Source: an optimization exercise on an open RTL-to-GDS flow (aim: small area and a short achievable clock period). Production flows keep margins and buffers that such runs may drop. Only simulation tests tie the RTL to the original design; equivalence was not proved.

$ cat design/flow/flow/run.sh
#!/bin/bash
cp standard.sh standard_sh_copy.log
echo "export BUFFER_PORTS_ARGS = -buffer_cell sky130_fd_sc_hd__buf_2" >> config.mk
echo "export SETUP_SLACK_MARGIN = 13.9" >> config.mk
bash standard.sh > standard.log 2>&1
$ cat design/flow/standard.sh
#!/bin/bash
# synth_recipe.tcl (not shown) runs the flow's synth.tcl, then flattens the netlist and writes it again
# the make line also repeats each setting of config.mk as NAME=value (left out here)
make -C /OpenROAD-flow-scripts/flow DESIGN_CONFIG=/design/flow/config.mk WORK_HOME=/design/flow/orfs CLKGATE_MAP_FILE= SYNTH_SCRIPT=/design/flow/synth_recipe.tcl "${@:-finish}"
$ cat design/flow/config.mk
export PLATFORM = sky130hd
export DESIGN_NAME = FFT_TOB
export DESIGN_NICKNAME = FFT_TOB
export VERILOG_FILES = /design/flow/design.v
export SDC_FILE = /design/flow/constraint.sdc
export NUM_CORES = 4
export LEC_CHECK = 0
export CAP_MARGIN = 20
export CORE_MARGIN = 2
export CORE_UTILIZATION = 30
export CTS_BUF_LIST = sky130_fd_sc_hd__clkbuf_8 sky130_fd_sc_hd__clkbuf_16
export CTS_CLUSTER_DIAMETER = 120
export CTS_CLUSTER_SIZE = 25
export SLEW_MARGIN = 20
export BUFFER_PORTS_ARGS = -buffer_cell sky130_fd_sc_hd__buf_2
export SETUP_SLACK_MARGIN = 13.9
$ cat design/flow/constraint.sdc
create_clock -name core_clock -period 27.0 [get_ports {clk}]
set_input_delay 5.4000 -clock core_clock [delete_from_list [all_inputs] [get_ports {clk}]]
set_output_delay 5.4000 -clock core_clock [all_outputs]
set_load 0.01 [all_outputs]
$ cat design/flow/design.v
module rca #(parameter W = 16) (
  input  wire [W-1:0] a,
  input  wire [W-1:0] b,
  input  wire         ci,
  output wire [W-1:0] s
);
  wire [W:0] c;
  assign c[0] = ci;
  genvar i;
  generate
    for (i = 0; i < W; i = i + 1) begin : bit_
      assign s[i]   = a[i] ^ b[i] ^ c[i];
      assign c[i+1] = (a[i] & b[i]) | (a[i] & c[i]) | (b[i] & c[i]);
    end
  endgenerate
endmodule
module tw_csa (
  input  wire [16:0] u,
  input  wire [17:0] v,
  input  wire        rm,
  input  wire [26:0] cst,
  output wire [15:0] z
);
  wire n1 = (u[16] & rm) ^ u[15];
  wire n2 = (u[16] & rm) & u[15];
  wire n3 = u[4] ^ v[3];
  wire n4 = u[4] & v[3];
  wire n5 = u[5] ^ v[4] ^ cst[8];
  wire n6 = (u[5] & v[4]) | (u[5] & cst[8]) | (v[4] & cst[8]);
  wire n7 = (u[6] & rm) ^ (u[3] & rm);
  wire n8 = ~(u[6] & rm) & ~(u[3] & rm);
  wire n9 = u[6] ^ v[5] ^ cst[9];
  wire n10 = (u[6] & v[5]) | (u[6] & cst[9]) | (v[5] & cst[9]);
  wire n11 = (u[7] & rm) ^ (u[4] & rm);
  wire n12 = ~(u[7] & rm) & ~(u[4] & rm);
  wire n13 = u[7] ^ v[6] ^ (v[0] & rm);
  wire n14 = (u[7] & v[6]) | (u[7] & (v[0] & rm)) | (v[6] & (v[0] & rm));
  wire n15 = ~cst[10] ^ (u[8] & rm) ^ (u[5] & rm);
  wire n16 = (~cst[10] & (u[8] & rm)) | (~cst[10] & (u[5] & rm)) | ((u[8] & rm) & (u[5] & rm));
  wire n17 = u[8] ^ u[0] ^ v[7];
  wire n18 = (u[8] & u[0]) | (u[8] & v[7]) | (u[0] & v[7]);
  wire n19 = (v[1] & rm) ^ cst[11] ^ ~(u[9] & rm);
  wire n20 = ((v[1] & rm) & cst[11]) | ((v[1] & rm) & ~(u[9] & rm)) | (cst[11] & ~(u[9] & rm));
  wire n21 = (u[6] & rm) ^ u[4];
  wire n22 = ~(u[6] & rm) & ~u[4];
  wire n23 = u[9] ^ u[1] ^ v[8];
  wire n24 = (u[9] & u[1]) | (u[9] & v[8]) | (u[1] & v[8]);
  wire n25 = (v[2] & rm) ^ cst[12] ^ ~(u[10] & rm);
  wire n26 = ((v[2] & rm) & cst[12]) | ((v[2] & rm) & ~(u[10] & rm)) | (cst[12] & ~(u[10] & rm));
  wire n27 = (u[7] & rm) ^ u[5] ^ v[4];
  wire n28 = ((u[7] & rm) & u[5]) | ((u[7] & rm) & v[4]) | (u[5] & v[4]);
  wire n29 = u[10] ^ u[2] ^ v[9];
  wire n30 = (u[10] & u[2]) | (u[10] & v[9]) | (u[2] & v[9]);
  wire n31 = (v[3] & rm) ^ cst[13] ^ ~(u[11] & rm);
  wire n32 = ((v[3] & rm) & cst[13]) | ((v[3] & rm) & ~(u[11] & rm)) | (cst[13] & ~(u[11] & rm));
  wire n33 = (u[8] & rm) ^ u[6] ^ v[5];
  wire n34 = ((u[8] & rm) & u[6]) | ((u[8] & rm) & v[5]) | (u[6] & v[5]);
  wire n35 = u[11] ^ u[3] ^ v[10];
  wire n36 = (u[11] & u[3]) | (u[11] & v[10]) | (u[3] & v[10]);
  wire n37 = (v[4] & rm) ^ cst[14] ^ ~(u[12] & rm);
  wire n38 = ((v[4] & rm) & cst[14]) | ((v[4] & rm) & ~(u[12] & rm)) | (cst[14] & ~(u[12] & rm));
  wire n39 = (u[9] & rm) ^ u[7] ^ v[6];
  wire n40 = ((u[9] & rm) & u[7]) | ((u[9] & rm) & v[6]) | (u[7] & v[6]);
  wire n41 = u[12] ^ u[4] ^ v[11];
  wire n42 = (u[12] & u[4]) | (u[12] & v[11]) | (u[4] & v[11]);
  wire n43 = (v[5] & rm) ^ cst[15] ^ ~(u[13] & rm);
  wire n44 = ((v[5] & rm) & cst[15]) | ((v[5] & rm) & ~(u[13] & rm)) | (cst[15] & ~(u[13] & rm));
  wire n45 = (u[10] & rm) ^ u[8] ^ v[7];
  wire n46 = ((u[10] & rm) & u[8]) | ((u[10] & rm) & v[7]) | (u[8] & v[7]);
  wire n47 = u[13] ^ u[5] ^ v[12];
  wire n48 = (u[13] & u[5]) | (u[13] & v[12]) | (u[5] & v[12]);
  wire n49 = (v[6] & rm) ^ cst[16] ^ ~(u[14] & rm);
  wire n50 = ((v[6] & rm) & cst[16]) | ((v[6] & rm) & ~(u[14] & rm)) | (cst[16] & ~(u[14] & rm));
  wire n51 = (u[11] & rm) ^ u[9] ^ v[8];
  wire n52 = ((u[11] & rm) & u[9]) | ((u[11] & rm) & v[8]) | (u[9] & v[8]);
  wire n53 = u[14] ^ u[6] ^ v[13];
  wire n54 = (u[14] & u[6]) | (u[14] & v[13]) | (u[6] & v[13]);
  wire n55 = (v[7] & rm) ^ cst[17] ^ ~(u[15] & rm);
  wire n56 = ((v[7] & rm) & cst[17]) | ((v[7] & rm) & ~(u[15] & rm)) | (cst[17] & ~(u[15] & rm));
  wire n57 = (u[12] & rm) ^ u[10] ^ v[9];
  wire n58 = ((u[12] & rm) & u[10]) | ((u[12] & rm) & v[9]) | (u[10] & v[9]);
  wire n59 = u[7] ^ v[14] ^ (v[8] & rm);
  wire n60 = (u[7] & v[14]) | (u[7] & (v[8] & rm)) | (v[14] & (v[8] & rm));
  wire n61 = cst[18] ^ n1 ^ ~(u[13] & rm);
  wire n62 = (cst[18] & n1) | (cst[18] & ~(u[13] & rm)) | (n1 & ~(u[13] & rm));
  wire n63 = u[11] ^ v[10] ^ ~1'b1;
  wire n64 = (u[11] & v[10]) | (u[11] & ~1'b1) | (v[10] & ~1'b1);
  wire n65 = u[8] ^ v[15] ^ (v[9] & rm);
  wire n66 = (u[8] & v[15]) | (u[8] & (v[9] & rm)) | (v[15] & (v[9] & rm));
  wire n67 = cst[19] ^ n2 ^ ~u[16];
  wire n68 = (cst[19] & n2) | (cst[19] & ~u[16]) | (n2 & ~u[16]);
  wire n69 = (u[14] & rm) ^ u[12] ^ v[11];
  wire n70 = ((u[14] & rm) & u[12]) | ((u[14] & rm) & v[11]) | (u[12] & v[11]);
  wire n71 = u[9] ^ v[16] ^ (v[10] & rm);
  wire n72 = (u[9] & v[16]) | (u[9] & (v[10] & rm)) | (v[16] & (v[10] & rm));
  wire n73 = ~cst[20] ^ (u[15] & rm) ^ u[13];
  wire n74 = (~cst[20] & (u[15] & rm)) | (~cst[20] & u[13]) | ((u[15] & rm) & u[13]);
  wire n75 = v[12] ^ 1'b1;
  wire n76 = ~v[12] & 1'b1;
  wire n77 = (u[16] & rm) ^ u[10] ^ (v[11] & rm);
  wire n78 = ((u[16] & rm) & u[10]) | ((u[16] & rm) & (v[11] & rm)) | (u[10] & (v[11] & rm));
  wire n79 = ~cst[21] ^ u[14] ^ v[17];
  wire n80 = (~cst[21] & u[14]) | (~cst[21] & v[17]) | (u[14] & v[17]);
  wire n81 = v[13] ^ 1'b1;
  wire n82 = ~v[13] & 1'b1;
  wire n83 = u[11] ^ (v[12] & rm) ^ cst[22];
  wire n84 = (u[11] & (v[12] & rm)) | (u[11] & cst[22]) | ((v[12] & rm) & cst[22]);
  wire n85 = u[2] ^ v[1] ^ cst[5];
  wire n86 = (u[2] & v[1]) | (u[2] & cst[5]) | (v[1] & cst[5]);
  wire n87 = u[3] ^ v[2] ^ cst[6];
  wire n88 = (u[3] & v[2]) | (u[3] & cst[6]) | (v[2] & cst[6]);
  wire n89 = cst[7] ^ n3 ^ ~(u[5] & rm);
  wire n90 = (cst[7] & n3) | (cst[7] & ~(u[5] & rm)) | (n3 & ~(u[5] & rm));
  wire n91 = (u[2] & rm) ^ u[0];
  wire n92 = ~(u[2] & rm) & ~u[0];
  wire n93 = n4 ^ n5 ^ n7;
  wire n94 = (n4 & n5) | (n4 & n7) | (n5 & n7);
  wire n95 = u[1] ^ v[0] ^ ~1'b1;
  wire n96 = (u[1] & v[0]) | (u[1] & ~1'b1) | (v[0] & ~1'b1);
  wire n97 = n6 ^ n8 ^ n9;
  wire n98 = (n6 & n8) | (n6 & n9) | (n8 & n9);
  wire n99 = ~n11 ^ u[2] ^ v[1];
  wire n100 = (~n11 & u[2]) | (~n11 & v[1]) | (u[2] & v[1]);
  wire n101 = n10 ^ n12 ^ n13;
  wire n102 = (n10 & n12) | (n10 & n13) | (n12 & n13);
  wire n103 = u[3] ^ v[2] ^ n15;
  wire n104 = (u[3] & v[2]) | (u[3] & n15) | (v[2] & n15);
  wire n105 = n14 ^ n17 ^ n19;
  wire n106 = (n14 & n17) | (n14 & n19) | (n17 & n19);
  wire n107 = ~n21 ^ v[3] ^ n16;
  wire n108 = (~n21 & v[3]) | (~n21 & n16) | (v[3] & n16);
  wire n109 = n18 ^ n20 ^ n22;
  wire n110 = (n18 & n20) | (n18 & n22) | (n20 & n22);
  wire n111 = n23 ^ n25 ^ ~n27;
  wire n112 = (n23 & n25) | (n23 & ~n27) | (n25 & ~n27);
  wire n113 = n24 ^ n26 ^ n29;
  wire n114 = (n24 & n26) | (n24 & n29) | (n26 & n29);
  wire n115 = ~n31 ^ n28 ^ n33;
  wire n116 = (~n31 & n28) | (~n31 & n33) | (n28 & n33);
  wire n117 = n30 ^ n32 ^ n35;
  wire n118 = (n30 & n32) | (n30 & n35) | (n32 & n35);
  wire n119 = ~n37 ^ n34 ^ n39;
  wire n120 = (~n37 & n34) | (~n37 & n39) | (n34 & n39);
  wire n121 = n36 ^ n38 ^ n41;
  wire n122 = (n36 & n38) | (n36 & n41) | (n38 & n41);
  wire n123 = ~n43 ^ n40 ^ n45;
  wire n124 = (~n43 & n40) | (~n43 & n45) | (n40 & n45);
  wire n125 = n42 ^ n44 ^ n47;
  wire n126 = (n42 & n44) | (n42 & n47) | (n44 & n47);
  wire n127 = ~n49 ^ n46 ^ n51;
  wire n128 = (~n49 & n46) | (~n49 & n51) | (n46 & n51);
  wire n129 = n48 ^ n50 ^ n53;
  wire n130 = (n48 & n50) | (n48 & n53) | (n50 & n53);
  wire n131 = ~n55 ^ n52 ^ n57;
  wire n132 = (~n55 & n52) | (~n55 & n57) | (n52 & n57);
  wire n133 = n54 ^ n56 ^ n59;
  wire n134 = (n54 & n56) | (n54 & n59) | (n56 & n59);
  wire n135 = ~n61 ^ n58 ^ n63;
  wire n136 = (~n61 & n58) | (~n61 & n63) | (n58 & n63);
  wire n137 = n60 ^ n62 ^ n65;
  wire n138 = (n60 & n62) | (n60 & n65) | (n62 & n65);
  wire n139 = ~n67 ^ n64 ^ n69;
  wire n140 = (~n67 & n64) | (~n67 & n69) | (n64 & n69);
  wire n141 = n66 ^ n68 ^ n71;
  wire n142 = (n66 & n68) | (n66 & n71) | (n68 & n71);
  wire n143 = n70 ^ n73 ^ n75;
  wire n144 = (n70 & n73) | (n70 & n75) | (n73 & n75);
  wire n145 = n72 ^ n76 ^ n77;
  wire n146 = (n72 & n76) | (n72 & n77) | (n76 & n77);
  wire n147 = n74 ^ n79 ^ n81;
  wire n148 = (n74 & n79) | (n74 & n81) | (n79 & n81);
  wire n149 = n78 ^ n82 ^ n83;
  wire n150 = (n78 & n82) | (n78 & n83) | (n82 & n83);
  wire n151 = u[15] ^ v[14] ^ n80;
  wire n152 = (u[15] & v[14]) | (u[15] & n80) | (v[14] & n80);
  wire n153 = u[16] ^ u[12] ^ (v[13] & rm);
  wire n154 = (u[16] & u[12]) | (u[16] & (v[13] & rm)) | (u[12] & (v[13] & rm));
  wire n155 = cst[23] ^ n84 ^ ~v[15];
  wire n156 = (cst[23] & n84) | (cst[23] & ~v[15]) | (n84 & ~v[15]);
  wire n157 = u[13] ^ (v[14] & rm) ^ cst[24];
  wire n158 = (u[13] & (v[14] & rm)) | (u[13] & cst[24]) | ((v[14] & rm) & cst[24]);
  wire n159 = v[16] ^ 1'b1;
  wire n160 = ~v[16] & 1'b1;
  wire n161 = u[14] ^ v[17] ^ (v[15] & rm);
  wire n162 = (u[14] & v[17]) | (u[14] & (v[15] & rm)) | (v[17] & (v[15] & rm));
  wire n163 = u[15] ^ (v[16] & rm);
  wire n164 = u[15] & (v[16] & rm);
  wire n165 = u[1] ^ v[0];
  wire n166 = u[1] & v[0];
  wire n167 = ~n85 ^ (u[3] & rm) ^ (u[0] & rm);
  wire n168 = (~n85 & (u[3] & rm)) | (~n85 & (u[0] & rm)) | ((u[3] & rm) & (u[0] & rm));
  wire n169 = n86 ^ n87 ^ ~(u[4] & rm);
  wire n170 = (n86 & n87) | (n86 & ~(u[4] & rm)) | (n87 & ~(u[4] & rm));
  wire n171 = n88 ^ n89 ^ n91;
  wire n172 = (n88 & n89) | (n88 & n91) | (n89 & n91);
  wire n173 = n90 ^ n92 ^ n93;
  wire n174 = (n90 & n92) | (n90 & n93) | (n92 & n93);
  wire n175 = n94 ^ n97 ^ ~n96;
  wire n176 = (n94 & n97) | (n94 & ~n96) | (n97 & ~n96);
  wire n177 = n98 ^ n101 ^ ~n100;
  wire n178 = (n98 & n101) | (n98 & ~n100) | (n101 & ~n100);
  wire n179 = n102 ^ n105 ^ ~n104;
  wire n180 = (n102 & n105) | (n102 & ~n104) | (n105 & ~n104);
  wire n181 = n106 ^ n109 ^ n111;
  wire n182 = (n106 & n109) | (n106 & n111) | (n109 & n111);
  wire n183 = n110 ^ n112 ^ n113;
  wire n184 = (n110 & n112) | (n110 & n113) | (n112 & n113);
  wire n185 = n114 ^ n117 ^ ~n116;
  wire n186 = (n114 & n117) | (n114 & ~n116) | (n117 & ~n116);
  wire n187 = n118 ^ n121 ^ ~n120;
  wire n188 = (n118 & n121) | (n118 & ~n120) | (n121 & ~n120);
  wire n189 = n122 ^ n125 ^ ~n124;
  wire n190 = (n122 & n125) | (n122 & ~n124) | (n125 & ~n124);
  wire n191 = n126 ^ n129 ^ ~n128;
  wire n192 = (n126 & n129) | (n126 & ~n128) | (n129 & ~n128);
  wire n193 = n130 ^ n133 ^ ~n132;
  wire n194 = (n130 & n133) | (n130 & ~n132) | (n133 & ~n132);
  wire n195 = n134 ^ n137 ^ ~n136;
  wire n196 = (n134 & n137) | (n134 & ~n136) | (n137 & ~n136);
  wire n197 = n138 ^ n141 ^ ~n140;
  wire n198 = (n138 & n141) | (n138 & ~n140) | (n141 & ~n140);
  wire n199 = n142 ^ n145 ^ ~n144;
  wire n200 = (n142 & n145) | (n142 & ~n144) | (n145 & ~n144);
  wire n201 = n146 ^ n149 ^ ~n148;
  wire n202 = (n146 & n149) | (n146 & ~n148) | (n149 & ~n148);
  wire n203 = n150 ^ n153 ^ n155;
  wire n204 = (n150 & n153) | (n150 & n155) | (n153 & n155);
  wire n205 = n154 ^ n156 ^ n157;
  wire n206 = (n154 & n156) | (n154 & n157) | (n156 & n157);
  wire n207 = cst[25] ^ n158 ^ n160;
  wire n208 = (cst[25] & n158) | (cst[25] & n160) | (n158 & n160);
  wire n209 = cst[26] ^ n162 ^ n163;
  wire n210 = (cst[26] & n162) | (cst[26] & n163) | (n162 & n163);
  wire n211 = cst[2] ^ (u[0] & rm);
  wire n212 = cst[2] & ~(u[0] & rm);
  wire n213 = u[0] ^ cst[3] ^ ~(u[1] & rm);
  wire n214 = (u[0] & cst[3]) | (u[0] & ~(u[1] & rm)) | (cst[3] & ~(u[1] & rm));
  wire n215 = cst[4] ^ n165 ^ ~(u[2] & rm);
  wire n216 = (cst[4] & n165) | (cst[4] & ~(u[2] & rm)) | (n165 & ~(u[2] & rm));
  wire n217 = n166 ^ ~n167 ^ 1'b1;
  wire n218 = (n166 & ~n167) | (n166 & 1'b1) | (~n167 & 1'b1);
  wire n219 = ~n169 ^ (u[1] & rm) ^ n168;
  wire n220 = (~n169 & (u[1] & rm)) | (~n169 & n168) | ((u[1] & rm) & n168);
  wire n221 = n170 ^ n171 ^ 1'b1;
  wire n222 = (n170 & n171) | (n170 & 1'b1) | (n171 & 1'b1);
  wire n223 = n172 ^ n173 ^ ~n95;
  wire n224 = (n172 & n173) | (n172 & ~n95) | (n173 & ~n95);
  wire n225 = n174 ^ n175 ^ ~n99;
  wire n226 = (n174 & n175) | (n174 & ~n99) | (n175 & ~n99);
  wire n227 = n176 ^ n177 ^ ~n103;
  wire n228 = (n176 & n177) | (n176 & ~n103) | (n177 & ~n103);
  wire n229 = n178 ^ n179 ^ ~n107;
  wire n230 = (n178 & n179) | (n178 & ~n107) | (n179 & ~n107);
  wire n231 = n180 ^ n181 ^ ~n108;
  wire n232 = (n180 & n181) | (n180 & ~n108) | (n181 & ~n108);
  wire n233 = n182 ^ n183 ^ ~n115;
  wire n234 = (n182 & n183) | (n182 & ~n115) | (n183 & ~n115);
  wire n235 = n184 ^ n185 ^ ~n119;
  wire n236 = (n184 & n185) | (n184 & ~n119) | (n185 & ~n119);
  wire n237 = n186 ^ n187 ^ ~n123;
  wire n238 = (n186 & n187) | (n186 & ~n123) | (n187 & ~n123);
  wire n239 = n188 ^ n189 ^ ~n127;
  wire n240 = (n188 & n189) | (n188 & ~n127) | (n189 & ~n127);
  wire n241 = n190 ^ n191 ^ ~n131;
  wire n242 = (n190 & n191) | (n190 & ~n131) | (n191 & ~n131);
  wire n243 = n192 ^ n193 ^ ~n135;
  wire n244 = (n192 & n193) | (n192 & ~n135) | (n193 & ~n135);
  wire n245 = n194 ^ n195 ^ ~n139;
  wire n246 = (n194 & n195) | (n194 & ~n139) | (n195 & ~n139);
  wire n247 = n196 ^ n197 ^ ~n143;
  wire n248 = (n196 & n197) | (n196 & ~n143) | (n197 & ~n143);
  wire n249 = n198 ^ n199 ^ ~n147;
  wire n250 = (n198 & n199) | (n198 & ~n147) | (n199 & ~n147);
  wire n251 = n200 ^ n201 ^ ~n151;
  wire n252 = (n200 & n201) | (n200 & ~n151) | (n201 & ~n151);
  wire n253 = n202 ^ n203 ^ ~n152;
  wire n254 = (n202 & n203) | (n202 & ~n152) | (n203 & ~n152);
  wire n255 = n204 ^ n205 ^ ~n159;
  wire n256 = (n204 & n205) | (n204 & ~n159) | (n205 & ~n159);
  wire n257 = n161 ^ n206 ^ n207;
  wire n258 = (n161 & n206) | (n161 & n207) | (n206 & n207);
  wire n259 = n208 ^ n209 ^ 1'b1;
  wire n260 = (n208 & n209) | (n208 & 1'b1) | (n209 & 1'b1);
  wire n261 = 1'b1 ^ n211;
  wire n262 = 1'b1 & ~n211;
  wire n263 = n212 ^ n213 ^ n262;
  wire n264 = (n212 & n213) | (n212 & n262) | (n213 & n262);
  wire n265 = n214 ^ n215 ^ n264;
  wire n266 = (n214 & n215) | (n214 & n264) | (n215 & n264);
  wire n267 = n216 ^ n217 ^ n266;
  wire n268 = (n216 & n217) | (n216 & n266) | (n217 & n266);
  wire n269 = n218 ^ ~n219 ^ n268;
  wire n270 = (n218 & ~n219) | (n218 & n268) | (~n219 & n268);
  wire n271 = ~n220 ^ n221 ^ n270;
  wire n272 = (~n220 & n221) | (~n220 & n270) | (n221 & n270);
  wire n273 = n222 ^ n223 ^ n272;
  wire n274 = (n222 & n223) | (n222 & n272) | (n223 & n272);
  wire n275 = n224 ^ n225 ^ n274;
  wire n276 = (n224 & n225) | (n224 & n274) | (n225 & n274);
  wire n277 = n226 ^ n227 ^ n276;
  wire n278 = (n226 & n227) | (n226 & n276) | (n227 & n276);
  wire n279 = n228 ^ n229 ^ n278;
  wire n280 = (n228 & n229) | (n228 & n278) | (n229 & n278);
  wire n281 = n230 ^ n231 ^ n280;
  wire n282 = (n230 & n231) | (n230 & n280) | (n231 & n280);
  wire n283 = n232 ^ n233 ^ n282;
  wire n284 = (n232 & n233) | (n232 & n282) | (n233 & n282);
  wire n285 = n234 ^ n235 ^ n284;
  wire n286 = (n234 & n235) | (n234 & n284) | (n235 & n284);
  wire n287 = n236 ^ n237 ^ n286;
  wire n288 = (n236 & n237) | (n236 & n286) | (n237 & n286);
  wire n289 = n238 ^ n239 ^ n288;
  wire n290 = (n238 & n239) | (n238 & n288) | (n239 & n288);
  wire n291 = n240 ^ n241 ^ n290;
  wire n292 = (n240 & n241) | (n240 & n290) | (n241 & n290);
  wire n293 = n242 ^ n243 ^ n292;
  wire n294 = (n242 & n243) | (n242 & n292) | (n243 & n292);
  wire n295 = n244 ^ n245 ^ n294;
  wire n296 = (n244 & n245) | (n244 & n294) | (n245 & n294);
  wire n297 = n246 ^ n247 ^ n296;
  wire n298 = (n246 & n247) | (n246 & n296) | (n247 & n296);
  wire n299 = n248 ^ n249 ^ n298;
  wire n300 = (n248 & n249) | (n248 & n298) | (n249 & n298);
  wire n301 = n250 ^ n251 ^ n300;
  wire n302 = (n250 & n251) | (n250 & n300) | (n251 & n300);
  wire n303 = n252 ^ n253 ^ n302;
  wire n304 = (n252 & n253) | (n252 & n302) | (n253 & n302);
  wire n305 = n254 ^ n255 ^ n304;
  wire n306 = (n254 & n255) | (n254 & n304) | (n255 & n304);
  wire n307 = n256 ^ n257 ^ n306;
  wire n308 = (n256 & n257) | (n256 & n306) | (n257 & n306);
  wire n309 = n258 ^ n259 ^ n308;
  wire n310 = (n258 & n259) | (n258 & n308) | (n259 & n308);
  assign z = {n309, n307, n305, n303, n301, n299, n297, n295, n293, n291, n289, n287, n285, n283, n281, n279};
endmodule
module tw_prep (
  input  wire [15:0] ar, ai,
  input  wire        w1, w3, w9, w2, w6,
  output wire [16:0] y0, y1,
  output wire        od_p, od_n, os_p, os_n
);
  wire [16:0] xr = {ar[15], ar}, xi = {ai[15], ai};
  wire [16:0] ts, g;
  rca #(17) u_ts (.a(xr), .b(xi), .ci(1'b0), .s(ts));    
  rca #(17) u_g  (.a(xi), .b(~xr), .ci(1'b0), .s(g));    
  assign od_p = g[16] & ~g[15];     
  assign od_n = ~g[16] & g[15];     
  assign os_p = ~ts[16] & ts[15];   
  assign os_n = ts[16] & ~ts[15];   
  assign y0 = w3 ? xi : w9 ? ~xr : w2 ? ts : w6 ? g : xr;
  assign y1 = w3 ? xr : w9 ? ~xi : w2 ? g : w6 ? ~ts : xi;
endmodule
module tw_mul (
  input  wire [16:0] y0, y1,
  input  wire        w1, w3, w9, w2, w6,
  input  wire        od_p, od_n, os_p, os_n,
  output wire [15:0] zr, zi
);
  wire rm = w1 | w3 | w9;
  wire [26:0] kr = w9 ? 27'd2676 : w6 ? 27'd1448 : 27'd0;
  wire [26:0] ki = w1 ? 27'd784 : (w3 | w9) ? 27'd1892 : (w2 | w6) ? 27'd1448 : 27'd0;
  wire [26:0] br = w1 ? 27'd1892 : w3 ? 27'd784 : w9 ? -27'd1892 : w2 ? 27'd1448 : w6 ? -27'd1448 : 27'd0;
  wire [26:0] bi = w1 ? -27'd784 : w3 ? -27'd1892 : w9 ? 27'd784 : (w2 | w6) ? -27'd1448 : 27'd0;
  wire [26:0] cr = kr + (od_p ? -(br << 16) : od_n ? (br << 16) : 27'd0);
  wire [26:0] ci = ki + (os_p ? -(bi << 16) : os_n ? (bi << 16) : 27'd0);
  wire [16:0] ui = y1 ^ {17{w3}};
  wire [16:0] vi = y0 ^ {17{~w3}};
  tw_csa u_re (.u(y0), .v(rm ? {y1[16], y1} : {y0, 1'b0}), .rm(rm), .cst(cr), .z(zr));
  tw_csa u_im (.u(ui), .v(rm ? {vi[16], vi} : {y1, 1'b0}), .rm(rm), .cst(ci), .z(zi));
endmodule
module FFT_TOB (
  input  wire signed [15:0] Input_re,
  input  wire signed [15:0] Input_Im,
  input  wire               cordic_Valid,
  input  wire               clk,
  input  wire               rst,
  output wire signed [15:0] Output_FFT_Re,
  output wire signed [15:0] Output_FFT_Im,
  output wire               Data_Valid
);
  reg [3:0] p;
  reg       dv;
  always @(posedge clk or negedge rst)
    if (!rst) begin
      p  <= 4'd0;
      dv <= 1'b0;
    end else begin
      if (cordic_Valid) p <= p + 4'd1;
      if (p == 4'd14)   dv <= 1'b1;
    end
  assign Data_Valid = dv;
  wire p3 = p[3], p2 = p[2], p1 = p[1], p0 = p[0];
  wire first = (p == 4'd0);
  wire last  = (p == 4'd15);
  reg [127:0] d1r, d1i;    
  reg [63:0]  d2r, d2i;    
  reg [31:0]  d3r, d3i;    
  reg [15:0]  d4r, d4i;    
  reg [15:0]  zr, zi;      
  reg [16:0]  y0, y1;      
  reg         yw1, yw3, yw9, yw2, yw6, yw4, yodp, yodn, yosp, yosn;
  reg [15:0]  ar, ai;      
  reg [15:0]  br, bi;      
  wire [15:0] xr = Input_re, xi = Input_Im;
  wire [15:0] r1r = d1r[127:112], r1i = d1i[127:112];
  wire [15:0] r2r = d2r[63:48],   r2i = d2i[63:48];
  wire [15:0] r3r = d3r[31:16],   r3i = d3i[31:16];
  wire [15:0] r4r = d4r,          r4i = d4i;
  wire [15:0] a1r, a1i, b1r, b1i;
  rca u_a1r (.a(r1r), .b(xr),  .ci(1'b0), .s(a1r));
  rca u_a1i (.a(r1i), .b(xi),  .ci(1'b0), .s(a1i));
  rca u_b1r (.a(r1r), .b(~xr), .ci(1'b1), .s(b1r));
  rca u_b1i (.a(r1i), .b(~xi), .ci(1'b1), .s(b1i));
  wire [15:0] s1r = p3 ? a1r : r1r;
  wire [15:0] s1i = p3 ? a1i : r1i;
  wire [15:0] w1r = p3 ? b1r : xr;
  wire [15:0] w1i = p3 ? b1i : xi;
  wire c2 = ~p3 & p2;
  wire [15:0] b2r, b2i, a2r, a2i;
  rca u_b2r (.a(r2r), .b(~(c2 ? r1i : s1r)),      .ci(1'b1), .s(b2r));
  rca u_b2i (.a(r2i), .b(c2 ? r1r : ~s1i),        .ci(~c2),  .s(b2i));
  wire [15:0] w2r = p2 ? b2r : s1r;
  wire [15:0] w2i = p2 ? b2i : s1i;
  rca u_a2r (.a(r2r), .b(s1r), .ci(1'b0), .s(a2r));
  rca u_a2i (.a(r2i), .b(s1i), .ci(1'b0), .s(a2i));
  wire [3:0]  q   = p + 4'd2;
  wire [15:0] t2r = d2r[31:16], t2i = d2i[31:16];
  wire [15:0] t1r = d1r[95:80], t1i = d1i[95:80];
  wire        qsw = ~q[3] & q[2];
  wire [15:0] yr, yi;
  rca u_yr (.a(t2r), .b(qsw ? t1i : 16'd0),  .ci(1'b0), .s(yr));
  rca u_yi (.a(t2i), .b(qsw ? ~t1r : 16'd0), .ci(qsw), .s(yi));
  wire qw1 = (q == 4'd5);
  wire qw3 = (q == 4'd7) | (q == 4'd9);
  wire qw9 = (q == 4'd11);
  wire qw2 = (q == 4'd1) | (q == 4'd6);
  wire qw6 = (q == 4'd3) | (q == 4'd10);
  wire qw4 = (q == 4'd2);
  wire [16:0] py0, py1;
  wire        podp, podn, posp, posn;
  tw_prep u_prep (.ar(yr), .ai(yi), .w1(qw1), .w3(qw3), .w9(qw9), .w2(qw2), .w6(qw6),
                  .y0(py0), .y1(py1), .od_p(podp), .od_n(podn), .os_p(posp), .os_n(posn));
  wire [15:0] er, ei;
  tw_mul u_mul (.y0(y0), .y1(y1), .w1(yw1), .w3(yw3), .w9(yw9), .w2(yw2), .w6(yw6),
                .od_p(yodp), .od_n(yodn), .os_p(yosp), .os_n(yosn), .zr(er), .zi(ei));
  wire ymul = yw1 | yw3 | yw9 | yw2 | yw6;
  wire [15:0] ny0;
  rca u_ny0 (.a(~y0[15:0]), .b(16'd0), .ci(1'b1), .s(ny0));
  wire        x3  = p3 & p2;
  wire [15:0] mr  = x3 ? a2r : zr;
  wire [15:0] mi  = x3 ? a2i : zi;
  wire [15:0] b3r, b3i;
  rca u_b3r (.a(r3r), .b(~mr), .ci(1'b1), .s(b3r));
  rca u_b3i (.a(r3i), .b(~mi), .ci(1'b1), .s(b3i));
  wire [15:0] w3r = p1 ? b3r : mr;
  wire [15:0] w3i = p1 ? b3i : mi;
  wire c5 = p0 & ~p1;
  wire [15:0] s3r, s3i, a3r, a3i, o4r, o4i, e4r, e4i, sumr, sumi, a8r, a8i;
  rca u_a3r (.a(r3r), .b(zr), .ci(1'b0), .s(a3r));
  rca u_a3i (.a(r3i), .b(zi), .ci(1'b0), .s(a3i));
  wire [15:0] s3or = p1 ? a3r : r3r;
  wire [15:0] s3oi = p1 ? a3i : r3i;
  rca u_e4r (.a(r4r), .b(c5 ? r3i : a3r),  .ci(1'b0), .s(e4r));
  rca u_e4i (.a(r4i), .b(c5 ? ~r3r : a3i), .ci(c5),   .s(e4i));
  assign o4r = p0 ? e4r : r4r;
  assign o4i = p0 ? e4i : r4i;
  out_add u_or (.acc(first ? 16'd0 : ar), .x(xr), .o(o4r), .last(last), .sum(sumr), .y(Output_FFT_Re));
  out_add u_oi (.acc(first ? 16'd0 : ai), .x(xi), .o(o4i), .last(last), .sum(sumi), .y(Output_FFT_Im));
  wire [15:0] i4r = c5 ? r3i : a3r;
  wire [15:0] b4r, b4i;
  rca u_b4r (.a(r4r), .b(~i4r), .ci(1'b1), .s(b4r));
  rca u_b4i (.a(r4i), .b(c5 ? r3r : ~a3i), .ci(~c5), .s(b4i));
  rca u_a8r (.a(first ? 16'd0 : br), .b(xr ^ {16{p0}}), .ci(p0), .s(a8r));
  rca u_a8i (.a(first ? 16'd0 : bi), .b(xi ^ {16{p0}}), .ci(p0), .s(a8i));
  wire [15:0] w4r = last ? a8r : p0 ? b4r : s3or;
  wire [15:0] w4i = last ? a8i : p0 ? b4i : s3oi;
  always @(posedge clk) begin
    d1r <= {d1r[111:0], w1r};  d1i <= {d1i[111:0], w1i};
    d2r <= {d2r[47:0],  w2r};  d2i <= {d2i[47:0],  w2i};
    d3r <= {d3r[15:0],  w3r};  d3i <= {d3i[15:0],  w3i};
    d4r <= w4r;                d4i <= w4i;
    y0  <= py0;                y1  <= py1;
    yw1 <= qw1; yw3 <= qw3; yw9 <= qw9; yw2 <= qw2; yw6 <= qw6; yw4 <= qw4;
    yodp <= podp; yodn <= podn; yosp <= posp; yosn <= posn;
    zr  <= ymul ? er : yw4 ? y1[15:0] : y0[15:0];
    zi  <= ymul ? ei : yw4 ? ny0 : y1[15:0];
    ar  <= sumr;               ai  <= sumi;
    br  <= a8r;                bi  <= a8i;
  end
endmodule
module out_add (
  input  wire [15:0] acc,
  input  wire [15:0] x,
  input  wire [15:0] o,
  input  wire        last,
  output wire [15:0] sum,
  output wire [15:0] y
);
  assign sum = acc + x;
  assign y   = last ? sum : o;
endmodule
==> summary.txt, run 1 <==
worst-path cell chain=ha_4 -> fa_2 -> nor2_2 -> a21oi_2 -> inv_1 -> fa_2 -> fa_2 -> fa_2 -> fa_2 -> fa_2 -> fa_2 -> fa_2 -> fa_2 -> fa_2 -> fa_2 -> fa_2 -> fa_2 -> fa_2 -> fa_1 -> xor2_1 -> a21oi_2 -> a21o_1 -> buf_2; RSZ-0062 raised after global routing=true; HPWL after DPL=roughly 72 mm; DIE HEIGHT=between 300 and 400 µm; crit path launch=d3i[16]; Post-synth EDFFs=0; Crit path buffers/inverters=2; CTS tree=yes; setup violators final=0; minimum clock period=between 10 and 15 ns; register area share after synthesis=approximately 34%; CTS Buf Count=29; critical path class=flip-flop to output pin; wire length of the first global-routing pass=between 100 and 150 mm; H-tree levels=1; 1st-pass router iterations=5; initial antenna violation count=5; vias in the first global route=24,173; CORE AREA=roughly 120,000 µm²; Detail Route Antenna Nets=0; reg2reg start=yw3; Die X=354.3 µm; Worst path max stage delay=between 0.5 and 0.6 ns; Overflow after GRT=0; Max Clock Freq=75.87 MHz; CTS Buffer Depth=3; post-synthesis register bit count=roughly 630; Synth cell types=70; Worst Clk Skew=around 0.027 ns; 1st-iter DRT viols=1,507; mapped cell area=about 37,000 µm²; Arrival @ worst endpoint=7.78 ns; count of final hold-check violations=0; crit-path max FO=2; Boundary Pins=around 70; Async SR Flop Fraction=0.8000%; Yosys warnings=1; fin util=about 33%; clk sink count=625; Worst setup SP type=flip-flop; die area=125,500 µm²; CTS Root Cell=clkbuf_16; hold buffers post-CTS=0; wire per inst=approximately 17 µm; most used cell, CP=fa_2; largest net degree at the start of global routing=between 80 and 90; actual slew at the worst max-slew pin=between 1 and 1.5 ns; min-delay src=d3r[14]; clk slew on worst S/H paths=about 0.11 ns; global placement routability congestion=0.8807; Largest delay share family, worst path=adder cells; setup TNS=0 ns; Area Growth Syn to Fin=9.812%; WL final=roughly 90 mm; Initial Util=a little under a third; Worst path slowest cell=fa_2; Port Buffers=67; commonest non-fill, non-tap cell in the layout=dfxtp_1; most frequent cells in the layout=612 x dfxtp_1, 586 x inv_1, 498 x fa_1; max-cap violation count=0; ys flop type=dfxtp_1; Slew headroom=a little under a third; Std-Cell Rows=between 100 and 150; GR Util All Layers=between 10% and 20%; status=finished clean; DR DRC count=0; layout cells sized above 1=under 10%; Mapped Cells=about 3,500; part of the cycle the worst path needs=48.82%; Avg Cell Area, Syn=roughly 10 µm²; Setup crit end kind=output pin; fin. max-slew vios=0; vias per cell=approximately 4.5; clk latency of the worst-skew pair=0.64 ns; vias post-DR=~23,000; Syn Nets=4,230; NumNets Final=approximately 4,200; HP Class=flip-flop to flip-flop; data required time of the critical path=roughly 22 ns
per-layer routing:
metal	global-route usage (%)	share of wire, %	up-vias
met4	3.000	2.2	6
met3	2.576	5.1	95
li1	-	-	11098
met5	0	0.038	-
met1	20.16	45	11615
met2	24.12	47	455
cell type report:
type,instances,area [µm²]
flip-flops and latches,625,12560
clock buffers,29,725.7
multi-input cells,2182,21950
inverters,587,2203
diodes,1,2.502
well taps,1625,2033
fillers,12445,81290
repair buffers,126,902.1
clock inverters,8,52.55
Yosys cell counts, types with 3 or more instances:
cell type | n | area [µm²]
dfxtp_1 | 620 | 12410
inv_1 | 586 | 2200
fa_1 | 550 | 11010
nand2_1 | 274 | 1028
nor2_1 | 220 | 825.8
a21oi_1 | 199 | 996.0
o21ai_0 | 188 | 940.9
mux2i_1 | 128 | 1281
clkbuf_1 | 110 | 412.9
ha_1 | 106 | 1326
xnor2_1 | 96 | 840.8
xor2_1 | 54 | 473.0
and2_1 | 45 | 281.5
a21o_1 | 40 | 300.3
o211ai_1 | 35 | 262.8
nand2b_1 | 34 | 212.7
mux2_2 | 26 | 292.8
buf_1 | 21 | 78.83
a2111oi_0 | 18 | 157.7
a221oi_1 | 18 | 157.7
a211oi_1 | 16 | 120.1
buf_2 | 12 | 60.06
and3_1 | 11 | 68.82
o21a_1 | 10 | 75.07
a31oi_1 | 9 | 56.30
nand3_1 | 9 | 45.04
nor2b_1 | 9 | 56.30
nor3_1 | 9 | 45.04
a22oi_1 | 7 | 52.55
o22ai_1 | 6 | 37.54
or3_1 | 6 | 37.54
dfrtp_1 | 5 | 125.1
o21bai_1 | 5 | 37.54
o2111ai_1 | 4 | 35.03
a21boi_0 | 3 | 22.52
o221ai_1 | 3 | 26.28
o31ai_1 | 3 | 22.52
final timing paths:
check                               endpoint  slack, ns  depth (start not counted)
min in group asynchronous                 dv       4.60                          1
setup / recovery           Output_FFT_Im[15]      13.82                         23
max in group asynchronous               p[0]      22.19                          1
setup reg to reg                      zr[15]      14.48                         38
hold reg to reg                      d3r[30]       0.32                          0
hold / removal                       d3r[30]       0.32                          0
cell families (layout without fill, tap and decap cells):
logic type	Yosys count	in the layout	synth area share, %
AO/OA/AOI/OAI	590	590	9.639
multiplexers	154	154	4.276
XOR/XNOR	151	151	3.643
other	0	1	0
AND/OR/NAND/NOR	630	630	7.328
flip-flops	625	625	34.05
buffers and inverters	732	750	7.518
adder cells (fa/ha/maj)	657	657	33.54
flip-flops by register name (all words and copies together) (netlist names), 4 cells and up:
| register | flops |
|---|---|
| d4i | 16 |
| d3i | 32 |
| zr | 16 |
| d2i | 64 |
| d4r | 16 |
| d3r | 32 |
| bi | 16 |
| d1r | 128 |
| p | 4 |
| y1 | 17 |
| d1i | 128 |
| ar | 16 |
| zi | 16 |
| d2r | 64 |
| br | 16 |
| y0 | 17 |
| ai | 16 |
what timing repair did:
| action | 4_1_cts | 5_1_grt |
|---|---|---|
| resized for setup | 104 | 32 |
| pin swaps | 35 | 34 |
| setup endpoints to repair | 12 | 14 |
| gates cloned | 2 | 0 |
| hold endpoints to repair | 0 | 0 |
| buffers inserted | 26 | 7 |
through the flow:
step	instance area [µm²]	cells	setup WS, ns	hold slack, ns
after detailed placement	38850	5110	13.23	0.3121
after global placement	38850	5110	13.32	0.3099
after global routing	40420	5182	13.57	0.3266
final	40430	5183	13.82	0.3206
after floorplan	36870	3539	13.90	0.3096
after CTS	40250	5175	13.76	0.3267
==> run 2, diff against run 1 <==
--- a/design/flow/config.mk
+++ b/design/flow/config.mk
@@ -7,7 +7,7 @@
 export LEC_CHECK = 0
 export CAP_MARGIN = 20
 export CORE_MARGIN = 2
-export CORE_UTILIZATION = 30
+export CORE_UTILIZATION = 55
 export CTS_BUF_LIST = sky130_fd_sc_hd__clkbuf_8 sky130_fd_sc_hd__clkbuf_16
 export CTS_CLUSTER_DIAMETER = 120
 export CTS_CLUSTER_SIZE = 25
==> summary.txt, run 2 <==
Worst Clk Skew=0.03807 ns (was 0.02656 ns); Crit path buffers/inverters=3 (was 2); WL final=96.14 mm (was 90.43 mm); Largest delay share family, worst path=compound AO/OA/AOI/OAI gates (was adder cells); wire length of the first global-routing pass=150.9 mm (was 142.4 mm); commonest non-fill, non-tap cell in the layout=dfxtp_1 (unchanged); Worst setup SP type=input port (was flip-flop); Arrival @ worst endpoint=7.81 ns (was 7.78 ns); CTS Root Cell=clkbuf_16 (unchanged); setup violators final=0 (unchanged); NumNets Final=4,247 (was 4,242); worst-path cell chain=buf_12 -> ha_4 -> inv_2 -> fa_2 -> nor2b_4 -> o21ai_2 -> a21oi_2 -> or4_4 -> a41o_4 -> a211o_1 -> o311ai_2 -> a21o_1 -> buf_2 (was ha_4 -> fa_2 -> nor2_2 -> a21oi_2 -> inv_1 -> fa_2 -> fa_2 -> fa_2 -> fa_2 -> fa_2 -> fa_2 -> fa_2 -> fa_2 -> fa_2 -> fa_2 -> fa_2 -> fa_2 -> fa_2 -> fa_1 -> xor2_1 -> a21oi_2 -> a21o_1 -> buf_2); most frequent cells in the layout=613 x dfxtp_1, 584 x inv_1, 496 x fa_1 (was 612 x dfxtp_1, 586 x inv_1, 498 x fa_1); vias per cell=5.404 (was 4.489); data required time of the critical path=21.60 ns (about the same); Commonest cells post-synth=620 x dfxtp_1, 586 x inv_1, 550 x fa_1, 274 x nand2_1, 220 x nor2_1 (unchanged); DR top layer=met4 (was met5); Setup crit end kind=output pin (unchanged); DR DRC count=0 (unchanged); Syn Nets=4,230 (unchanged); CTS tree=yes (unchanged); fillers=5,626 (was 12,445); initial antenna violation count=2 (was 5); wire length on met1=43.67 mm (was 41.14 mm); hold buffers post-CTS=0 (unchanged); most common cell in the synthesized netlist=dfxtp_1 (unchanged); Initial Util=55.80% (was 30.25%); min-delay src=d1i[79] (was d3r[14]); global placement routability congestion=0.8908 (was 0.8807); post-synthesis simple-gate area fraction=7.328% (unchanged); Post-Synth XOR/XNOR Area=3.643% (unchanged); ys flop type=dfxtp_1 (unchanged); vias post-DR=23,912 (was 23,269); Slew headroom=27.96% (was 31.95%); mapped cell area=36,810 µm² (unchanged); Seq. cell area=12,560 µm² (about the same); wire per inst=21.73 µm (was 17.45 µm); crit-path max FO=3 (was 2); HP Class=flip-flop to flip-flop (unchanged); Die X=262.7 µm (was 354.3 µm); CORE AREA=65,980 µm² (was 121,700 µm²); Synth cell types=70 (unchanged); 1st-pass router iterations=5 (unchanged); Port Buffers=67 (unchanged); GR Util All Layers=28.55% (was 14.64%); HPWL after DPL=77.64 mm (was 72.11 mm); Overflow after GRT=0 (unchanged); status=finished clean (unchanged); Max Clock Freq=75.71 MHz (was 75.87 MHz); DIE HEIGHT=262.7 µm (was 354.3 µm); crit path launch=Input_re[0] (was d3i[16]); met2 wire length=46.00 mm (was 42.66 mm); setup TNS=0 ns (unchanged); area fraction in compound gates after synthesis=9.639% (unchanged); clk sink count=625 (unchanged); fin. max-slew vios=0 (unchanged); register area share after synthesis=34.05% (unchanged); Top Registers=d1i: 128 flops, d1r: 128 flops (unchanged); main combinational cell family by area after synthesis=adder cells (unchanged); Worst path max stage delay=0.52 ns (was 0.58 ns); max-cap violation count=0 (unchanged); synth top area cells=dfxtp_1 34%, fa_1 30%, inv_1 6.0% (unchanged); Std-Cell Rows=94 (was 128); post-synth top area share=33.72% (unchanged); RSZ-0062 raised after global routing=true (unchanged); CTS Buffer Depth=3 (unchanged); reg2reg start=yw1 (was yw3); Mapped Cells=3,539 (unchanged); clk latency of the worst-skew pair=0.63 ns (was 0.64 ns); largest net degree at the start of global routing=76 (was 85); count of final hold-check violations=0 (unchanged); critical path class=input port to output pin (was flip-flop to output pin); layout cells sized above 1=9.242% (was 8.996%); CTS Buf Count=29 (unchanged); Post-Synth Adder-Cell Area=33.54% (unchanged); Yosys warnings=1 (unchanged); post-synthesis register bit count=625 (unchanged); minimum clock period=13.21 ns (was 13.18 ns); Detail Route Antenna Nets=0 (unchanged); Async SR Flop Fraction=0.8000% (unchanged); clk slew on worst S/H paths=0.09 ns (was 0.11 ns); Avg Cell Area, Syn=10.40 µm² (unchanged); post-synthesis mux area share=4.276% (unchanged); die area=69,020 µm² (was 125,500 µm²); multi-input logic area=22,010 µm² (was 21,950 µm²); 1st-iter DRT viols=1,568 (was 1,507); Area Growth Syn to Fin=7.300% (was 9.812%); H-tree levels=1 (unchanged); part of the cycle the worst path needs=48.92% (was 48.82%); Boundary Pins=68 (unchanged); actual slew at the worst max-slew pin=1.079 ns (was 1.020 ns); worst hold margin=0.3236 ns (was 0.3206 ns); Post-synth EDFFs=0 (unchanged); vias in the first global route=25,281 (was 24,173); area leader, netlist=dfxtp_1 (unchanged); met3 routed WL=4.544 mm (was 4.591 mm); r2r setup slk=14.64 ns (was 14.48 ns); Worst path slowest cell=or4_4 (was fa_2)
-- run 2: changes by cell type in the layout (fill, tap and decap cells not counted), moves of 3 or more --
cell,delta
a21oi_4,+3
buf_2,+4
a21oi_2,-5
mux2i_1,+3
clkbuf_4,-3
buf_4,+6
mux2i_2,-4
-- run 2: logic make-up after synthesis --
group / after synthesis
xor+xnor: 151
flops: 625
buf+inv: 732
fa+ha+maj: 657
compound gates: 590
mux: 154
simple gates: 630
-- run 2: layout make-up --
class,instances,share of cell area [%]
clock inverter,6,0.1204
timing repair buffer,131,2.205
clock buffer,29,1.837
multi-input combinational,2182,55.73
sequential,625,31.79
tap,864,2.737
inverter,587,5.578
antenna,1,0.006335
-- run 2: worst paths after layout --
check	to	depth (start not counted)
setup / recovery	Output_FFT_Re[14]	13
setup reg to reg	zr[15]	38
min in group asynchronous	p[0]	1
max in group asynchronous	p[3]	1
hold / removal	d1i[95]	0
hold reg to reg	d1i[95]	0
-- run 2: worst register-to-register path, delay by kind of cell, from the launching register on --
kind,cells,cell delay [ns]
xor gates and xnor gates,5,0.79
AOI/OAI and AO/OA,4,0.62
buffers and inverters,4,0.78
DFF,1,0.31
and+or+nand+nor,6,2.05
adders and majority gates,19,7.70
-- run 2: through the flow --
stage                     std cells  setup WS, ns  util (%)  instance area, µm²
after global routing           4424         13.59     59.86               39500
after CTS                      4414         13.70     59.58               39310
final                          4425         13.79     59.87               39500
after global placement         4354         13.37     57.49               37930
after detailed placement       4354         13.33     57.49               37930
after floorplan                3539         13.90         -               36870
-- run 2: repair_timing --
item	in CTS	in global routing
gates resized for setup	114	27
pin swaps	38	21
setup endpoints to repair	15	17
setup buffers	25	10
-- run 2: layer usage --
layer,vias up,track usage (%)
met5,-,0
met4,0,5.902
met3,97,3.027
met2,546,47.19
met1,12167,41.04
li1,11102,-
==> run 3, diff against run 2 <==
--- a/design/flow/config.mk
+++ b/design/flow/config.mk
@@ -7,10 +7,11 @@
 export LEC_CHECK = 0
 export CAP_MARGIN = 20
 export CORE_MARGIN = 2
-export CORE_UTILIZATION = 55
+export CORE_UTILIZATION = 40
 export CTS_BUF_LIST = sky130_fd_sc_hd__clkbuf_8 sky130_fd_sc_hd__clkbuf_16
 export CTS_CLUSTER_DIAMETER = 120
 export CTS_CLUSTER_SIZE = 25
 export SLEW_MARGIN = 20
+export TNS_END_PERCENT = 0
 export BUFFER_PORTS_ARGS = -buffer_cell sky130_fd_sc_hd__buf_2
 export SETUP_SLACK_MARGIN = 13.9
==> summary.txt, run 3 <==
Non-Filler Instances=4,721 (was 4,425); CTS tree=yes (unchanged); crit-path max FO=6 (was 3); Top Registers=d1i: 128 flops, d1r: 128 flops (unchanged); commonest non-fill, non-tap cell in the layout=dfxtp_1 (unchanged); Overflow after GRT=0 (unchanged); Detail Route Antenna Nets=0 (unchanged); register area share after synthesis=34.05% (unchanged); Die X=307.4 µm (was 262.7 µm); main combinational cell family by area after synthesis=adder cells (unchanged); vias in the first global route=23,717 (was 25,281); post-synthesis simple-gate area fraction=7.328% (unchanged); Post-Synth Adder-Cell Area=33.54% (unchanged); vias post-DR=23,179 (was 23,912); clk slew on worst S/H paths=0.10 ns (was 0.09 ns); Area Growth Syn to Fin=7.008% (was 7.300%); Avg Cell Area, Syn=10.40 µm² (unchanged); Post-Synth XOR/XNOR Area=3.643% (unchanged); Async SR Flop Fraction=0.8000% (unchanged); DR DRC count=0 (unchanged); vias per cell=4.910 (was 5.404); Yosys warnings=1 (unchanged); CORE AREA=91,390 µm² (was 65,980 µm²); area leader, netlist=dfxtp_1 (unchanged); wire length of the first global-routing pass=139.6 mm (was 150.9 mm); Worst path slowest cell=a311o_1 (was or4_4); die area=94,480 µm² (was 69,020 µm²); mapped cell area=36,810 µm² (unchanged); GR Util All Layers=19.20% (was 28.55%); Slew headroom=30.08% (was 27.96%); max-cap violation count=0 (unchanged); CTS Buffer Depth=3 (unchanged); worst-path cell chain=buf_4 -> ha_1 -> a21o_1 -> a21oi_2 -> o21ai_0 -> a21oi_2 -> o21ai_1 -> a311o_1 -> xor2_1 -> mux2_2 -> buf_2 (was buf_12 -> ha_4 -> inv_2 -> fa_2 -> nor2b_4 -> o21ai_2 -> a21oi_2 -> or4_4 -> a41o_4 -> a211o_1 -> o311ai_2 -> a21o_1 -> buf_2); Worst Clk Skew=0.04813 ns (was 0.03807 ns); layout cells sized above 1=7.553% (was 9.242%); Arrival @ worst endpoint=7.86 ns (was 7.81 ns); Initial Util=40.28% (was 55.80%); clk sink count=625 (unchanged); Syn Nets=4,230 (unchanged); status=finished clean (unchanged); count of final hold-check violations=0 (unchanged); Std-Cell Rows=111 (was 94); Worst path max stage delay=0.36 ns (was 0.52 ns); H-tree levels=1 (unchanged); fin. max-slew vios=0 (unchanged); largest net degree at the start of global routing=76 (unchanged); Worst setup SP type=input port (unchanged); 1st-pass router iterations=5 (unchanged); most frequent cells in the layout=615 x dfxtp_1, 587 x inv_1, 502 x fa_1 (was 613 x dfxtp_1, 584 x inv_1, 496 x fa_1); HPWL after DPL=71.17 mm (was 77.64 mm); HP Class=flip-flop to flip-flop (unchanged); DP Area=38,320 µm² (was 37,930 µm²); Setup crit end kind=output pin (unchanged); fin util=43.11% (was 59.87%); most common cell in the synthesized netlist=dfxtp_1 (unchanged); Max Clock Freq=75.43 MHz (was 75.71 MHz); clk latency of the worst-skew pair=0.63 ns (about the same); # diodes=0 (was 1); WL final=88.17 mm (was 96.14 mm); Port Buffers=67 (unchanged); Mapped Cells=3,539 (unchanged); CTS Root Cell=clkbuf_16 (unchanged); setup TNS=0 ns (unchanged); DIE HEIGHT=307.4 µm (was 262.7 µm); setup violators final=0 (unchanged); global placement routability congestion=0.8804 (was 0.8908); minimum clock period=13.26 ns (was 13.21 ns); Commonest cells post-synth=620 x dfxtp_1, 586 x inv_1, 550 x fa_1, 274 x nand2_1, 220 x nor2_1 (unchanged); most used cell, CP=a21oi_2; initial antenna violation count=3 (was 2); Boundary Pins=68 (unchanged); worst r2r path cells=40 (was 38); hold buffers post-CTS=0 (unchanged); Synth cell types=70 (unchanged); Post-synth EDFFs=0 (unchanged); post-synth top area share=33.72% (unchanged); Hold Crit Depth=0 (unchanged); RSZ-0062 raised after global routing=true (unchanged); part of the cycle the worst path needs=49.10% (was 48.92%); placed instance count=4,674 (was 4,354); ys flop type=dfxtp_1 (unchanged); data required time of the critical path=21.60 ns (about the same); synth top area cells=dfxtp_1 34%, fa_1 30%, inv_1 6.0% (unchanged); CTS Buf Count=28 (was 29); final instance area=39,390 µm² (was 39,500 µm²); post-synthesis mux area share=4.276% (unchanged); fillers=8,781 (was 5,626); post-synthesis register bit count=625 (unchanged); actual slew at the worst max-slew pin=1.045 ns (was 1.079 ns); critical path class=input port to output pin (unchanged); NumNets Final=4,224 (was 4,247); 1st-iter DRT viols=1,571 (was 1,568); area fraction in compound gates after synthesis=9.639% (unchanged); wire per inst=18.68 µm (was 21.73 µm)
==> run 3: cell count changes in the layout (fill, tap and decap cells not counted), sizes merged <==
cell	delta
buf	-21
clkinv	+1
diode	-1
inv	-3
clkbuf	-2
==> run 3: repair_timing <==
action	4_1_cts	5_1_grt
setup buffers	14	1
pin swaps	15	5
gates resized for setup	73	1
endpoints found under the setup margin	11	14
cloned	0	0
==> run 3: area by class of cell <==
cell class / instances / area (µm²) / share of cell area (%)
multi-input combinational: 2182 / 21760 / 55.23
clock buffer: 28 / 700.7 / 1.779
tap: 1186 / 1484 / 3.767
clock inverter: 4 / 27.53 / 0.06987
timing repair buffer: 109 / 669.4 / 1.699
sequential: 625 / 12550 / 31.86
inverter: 587 / 2203 / 5.593
==> run 3: path summary, 6_finish.rpt <==
check / start / to / slack (ns)
worst max-delay path: Input_Im[1] / Output_FFT_Im[13] / 13.74
worst min-delay path: d1r[20] / d1r[36] / 0.32
worst max register to register: yw3 / zr[15] / 14.98
worst min register to register: d1r[20] / d1r[36] / 0.32
max in group asynchronous: rst / p[3] / 22.18
min in group asynchronous: rst / dv / 4.59
==> run 3: metal layers <==
layer	GRT usage [%]	wire (µm)
met2	31.97	42150
met5	0	0
met3	1.727	3333
met4	3.358	1598
met1	27.59	41090
==> run 3: logic make-up (layout without fill, tap and decap cells) <==
kind of cell,after synthesis,after routing
AND/OR/NAND/NOR,630,630
AO/OA/AOI/OAI,590,590
buffers and inverters,732,728
XOR/XNOR,151,151
multiplexers,154,154
adder cells (fa/ha/maj),657,657
flip-flops,625,625
==> run 3: critical path: cells and delay by family <==
| family | cells | cell delay (ns) |
|---|---|---|
| AOI/OAI and AO/OA | 6 | 1.44 |
| xor gates and xnor gates | 1 | 0.17 |
| adders and majority gates | 1 | 0.28 |
| buffers and inverters | 2 | 0.30 |
| muxes | 1 | 0.26 |
==> run 3: per-stage QoR <==
stage | hold slack [ns] | worst slack, ns
after CTS | 0.3258 | 13.76
after global placement | 0.3100 | 13.36
final | 0.3220 | 13.74
after floorplan | 0.3096 | 13.90
after global routing | 0.3362 | 13.56
after detailed placement | 0.3121 | 13.34
==> run 4, diff against run 3 <==
--- a/design/flow/config.mk
+++ b/design/flow/config.mk
@@ -12,6 +12,6 @@
 export CTS_CLUSTER_DIAMETER = 120
 export CTS_CLUSTER_SIZE = 25
 export SLEW_MARGIN = 20
-export TNS_END_PERCENT = 0
+export TNS_END_PERCENT = 10
 export BUFFER_PORTS_ARGS = -buffer_cell sky130_fd_sc_hd__buf_2
 export SETUP_SLACK_MARGIN = 13.9
==> summary.txt, run 4 <==
final instance area=39,390 µm² (unchanged); most crowded layer after global routing=met2 (unchanged); most frequent cells in the layout=615 x dfxtp_1, 587 x inv_1, 502 x fa_1 (unchanged); Die X=307.4 µm (unchanged); setup violators final=0 (unchanged); 1st-iter DRT viols=1,571 (unchanged); synth top area cells=dfxtp_1 34%, fa_1 30%, inv_1 6.0% (unchanged); Area Growth Syn to Fin=7.008% (unchanged); Setup crit end kind=output pin (unchanged); fin. max-slew vios=0 (unchanged); routing usage on met3=1.727% (unchanged); HPWL after DPL=71.17 mm (unchanged); wire length of the first global-routing pass=139.6 mm (unchanged); status=finished clean (unchanged); worst r2r path cells=40 (unchanged); data required time of the critical path=21.60 ns (about the same); clk slew on worst S/H paths=0.10 ns (about the same); critical path class=input port to output pin (unchanged); # diodes=0 (unchanged); area fraction in compound gates after synthesis=9.639% (unchanged); max-cap violation count=0 (unchanged); CTS tree=yes (unchanged); Worst setup SP type=input port (unchanged); Overflow after GRT=0 (unchanged); hold buffers post-CTS=0 (unchanged); post-synthesis mux area share=4.276% (unchanged); Port Buffers=67 (unchanged); Post-Synth Adder-Cell Area=33.54% (unchanged); H-tree levels=1 (unchanged); WL final=88.17 mm (unchanged); multi-input logic area=21,760 µm² (unchanged); post-synthesis simple-gate area fraction=7.328% (unchanged); setup TNS=0 ns (unchanged); post-synthesis register bit count=625 (unchanged); post-synth top area share=33.72% (unchanged); Std-Cell Rows=111 (unchanged); met1 Usage GRT=27.59% (unchanged); 1st-pass router iterations=5 (unchanged); largest net degree at the start of global routing=76 (unchanged); most common cell in the synthesized netlist=dfxtp_1 (unchanged); Detail Route Antenna Nets=0 (unchanged); Avg Cell Area, Syn=10.40 µm² (unchanged); Yosys warnings=1 (unchanged); wire per inst=18.68 µm (unchanged); Initial Util=40.28% (unchanged); vias in the first global route=23,717 (unchanged); Async SR Flop Fraction=0.8000% (unchanged); crit-path max FO=6 (unchanged); Slew headroom=30.08% (unchanged); Worst Clk Skew=0.04813 ns (unchanged); Top Registers=d1i: 128 flops, d1r: 128 flops (unchanged); Seq. cell area=12,550 µm² (unchanged); area leader, netlist=dfxtp_1 (unchanged); Post-Synth XOR/XNOR Area=3.643% (unchanged); commonest non-fill, non-tap cell in the layout=dfxtp_1 (unchanged); layout cells sized above 1=7.553% (unchanged); r2r setup slk=14.98 ns (about the same); Boundary Pins=68 (unchanged); Commonest cells post-synth=620 x dfxtp_1, 586 x inv_1, 550 x fa_1, 274 x nand2_1, 220 x nor2_1 (unchanged); initial antenna violation count=3 (unchanged); clk latency of the worst-skew pair=0.63 ns (about the same); actual slew at the worst max-slew pin=1.045 ns (unchanged); HP Class=flip-flop to flip-flop (unchanged); CTS Buf Count=28 (unchanged); CORE AREA=91,390 µm² (unchanged); reg2reg start=yw3 (unchanged); CTS Buffer Depth=3 (unchanged); minimum clock period=13.26 ns (unchanged); vias post-DR=23,179 (unchanged); Synth cell types=70 (unchanged); mapped cell area=36,810 µm² (unchanged); global placement routability congestion=0.8804 (unchanged); RR Endpoint=zr[15] (unchanged); Mapped Cells=3,539 (unchanged); Max Clock Freq=75.43 MHz (unchanged); Syn Nets=4,230 (unchanged); RSZ-0062 raised after global routing=true (unchanged); CTS Root Cell=clkbuf_16 (unchanged); crit path launch=Input_Im[1] (unchanged); GR Util All Layers=19.20% (unchanged); Worst setup endpoint=Output_FFT_Im[13] (unchanged); Post-synth EDFFs=0 (unchanged); part of the cycle the worst path needs=49.10% (unchanged); count of final hold-check violations=0 (unchanged); GRT met2 Usage=31.97% (unchanged); clk sink count=625 (unchanged); die area=94,480 µm² (unchanged); ys flop type=dfxtp_1 (unchanged); Arrival @ worst endpoint=7.86 ns (about the same); DR DRC count=0 (unchanged); NumNets Final=4,224 (unchanged); DIE HEIGHT=307.4 µm (unchanged); main combinational cell family by area after synthesis=adder cells (unchanged); vias per cell=4.910 (unchanged); register area share after synthesis=34.05% (unchanged); DP Area=38,320 µm² (unchanged); fillers=8,781 (unchanged)
==> run 4: kinds of logic after synthesis <==
family,count (synthesis)
multiplexers,154
XOR/XNOR,151
flip-flops,625
adder cells (fa/ha/maj),657
AO/OA/AOI/OAI,590
AND/OR/NAND/NOR,630
buffers and inverters,732
==> run 4: critical path: stages <==
cell and delay [ns]:
buf_4 0.16, ha_1 0.28, a21o_1 0.20, a21oi_2 0.22
o21ai_0 0.18, a21oi_2 0.31, o21ai_1 0.17, a311o_1 0.36
xor2_1 0.17, mux2_2 0.26, buf_2 0.14
==> run 4: how the worst min path moves through the flow <==
stage                    end  cells past startpoint  startpoint
floorplan           d1i[112]                      0     d1i[96]
global placement     d3i[19]                      0      d3i[3]
detailed placement  d1i[121]                      0    d1i[105]
CTS                  d1r[73]                      0     d1r[57]
global route         d1r[69]                      0     d1r[53]
finish               d1r[36]                      0     d1r[20]
==> run 4: final cells by class <==
cell class,instances,share of cell area (%)
Multi-Input combinational cell,2182,55.23
Sequential cell,625,31.86
Inverter,587,5.593
Tap cell,1186,3.767
Clock buffer,28,1.779
Timing Repair Buffer,109,1.699
Clock inverter,4,0.06987
==> run 4: through the flow <==
stage | std cells | hold WS [ns] | worst slack [ns] | utilization, %
6_report | 4721 | 0.3220 | 13.74 | 43.11
5_1_grt | 4721 | 0.3362 | 13.56 | 43.11
4_1_cts | 4720 | 0.3258 | 13.76 | 43.10
3_5_place_dp | 4674 | 0.3121 | 13.34 | 41.93
3_3_place_gp | 4674 | 0.3100 | 13.36 | 41.93
2_1_floorplan | 3539 | 0.3096 | 13.90 | -
==> run 4: layer usage <==
| metal | wire length (µm) | up-vias |
|---|---|---|
| met4 | 1598 | 0 |
| met5 | 0 | - |
| li1 | - | 11081 |
| met1 | 41090 | 11583 |
| met2 | 42150 | 444 |
| met3 | 3333 | 71 |
==> run 4: timing repair <==
| action | CTS | global route |
|---|---|---|
| resized for setup | 73 | 1 |
| pin swaps | 15 | 5 |
| buffers inserted | 14 | 1 |
| hold endpoints to repair | 0 | 0 |
| setup endpoints to repair | 11 | 14 |
| cloned | 0 | 0 |

## separate check: timing with driven ports
How much do the figures lean on ideal ports? The routed layouts below were timed once more, with nothing changed but the port constraints. Step 1 sets driving cells, clkbuf_16 on the clock port and buf_2 on the other inputs (assumed; they add their load-dependent delay and slew). Step 2, shift: input delay + t, output delay - t, t = (earliest + latest rising clock arrival at the registers) / 2. This alone moves slack from input paths to output paths. a / b / c = no drivers / after step 1 / after step 2; a / b = the first two.
| run | t (ns) | setup slack, ns | pins driven straight from the clock port |
|---|---|---|---|
| run 1 | 0.691 | 13.819 / 13.754 / 13.526 | 1 |
| run 2 | 0.679 | 13.792 / 13.742 / 13.540 | 1 |
| run 3 | 0.674 | 13.742 / 13.637 / 13.509 | 1 |
| run 4 | 0.674 | 13.742 / 13.637 / 13.509 | 1 |
After both steps setup and hold are still met in every run listed. The setup slack of run 1, which loses most, moves by -0.065 ns with the drivers and by -0.293 ns with both steps.
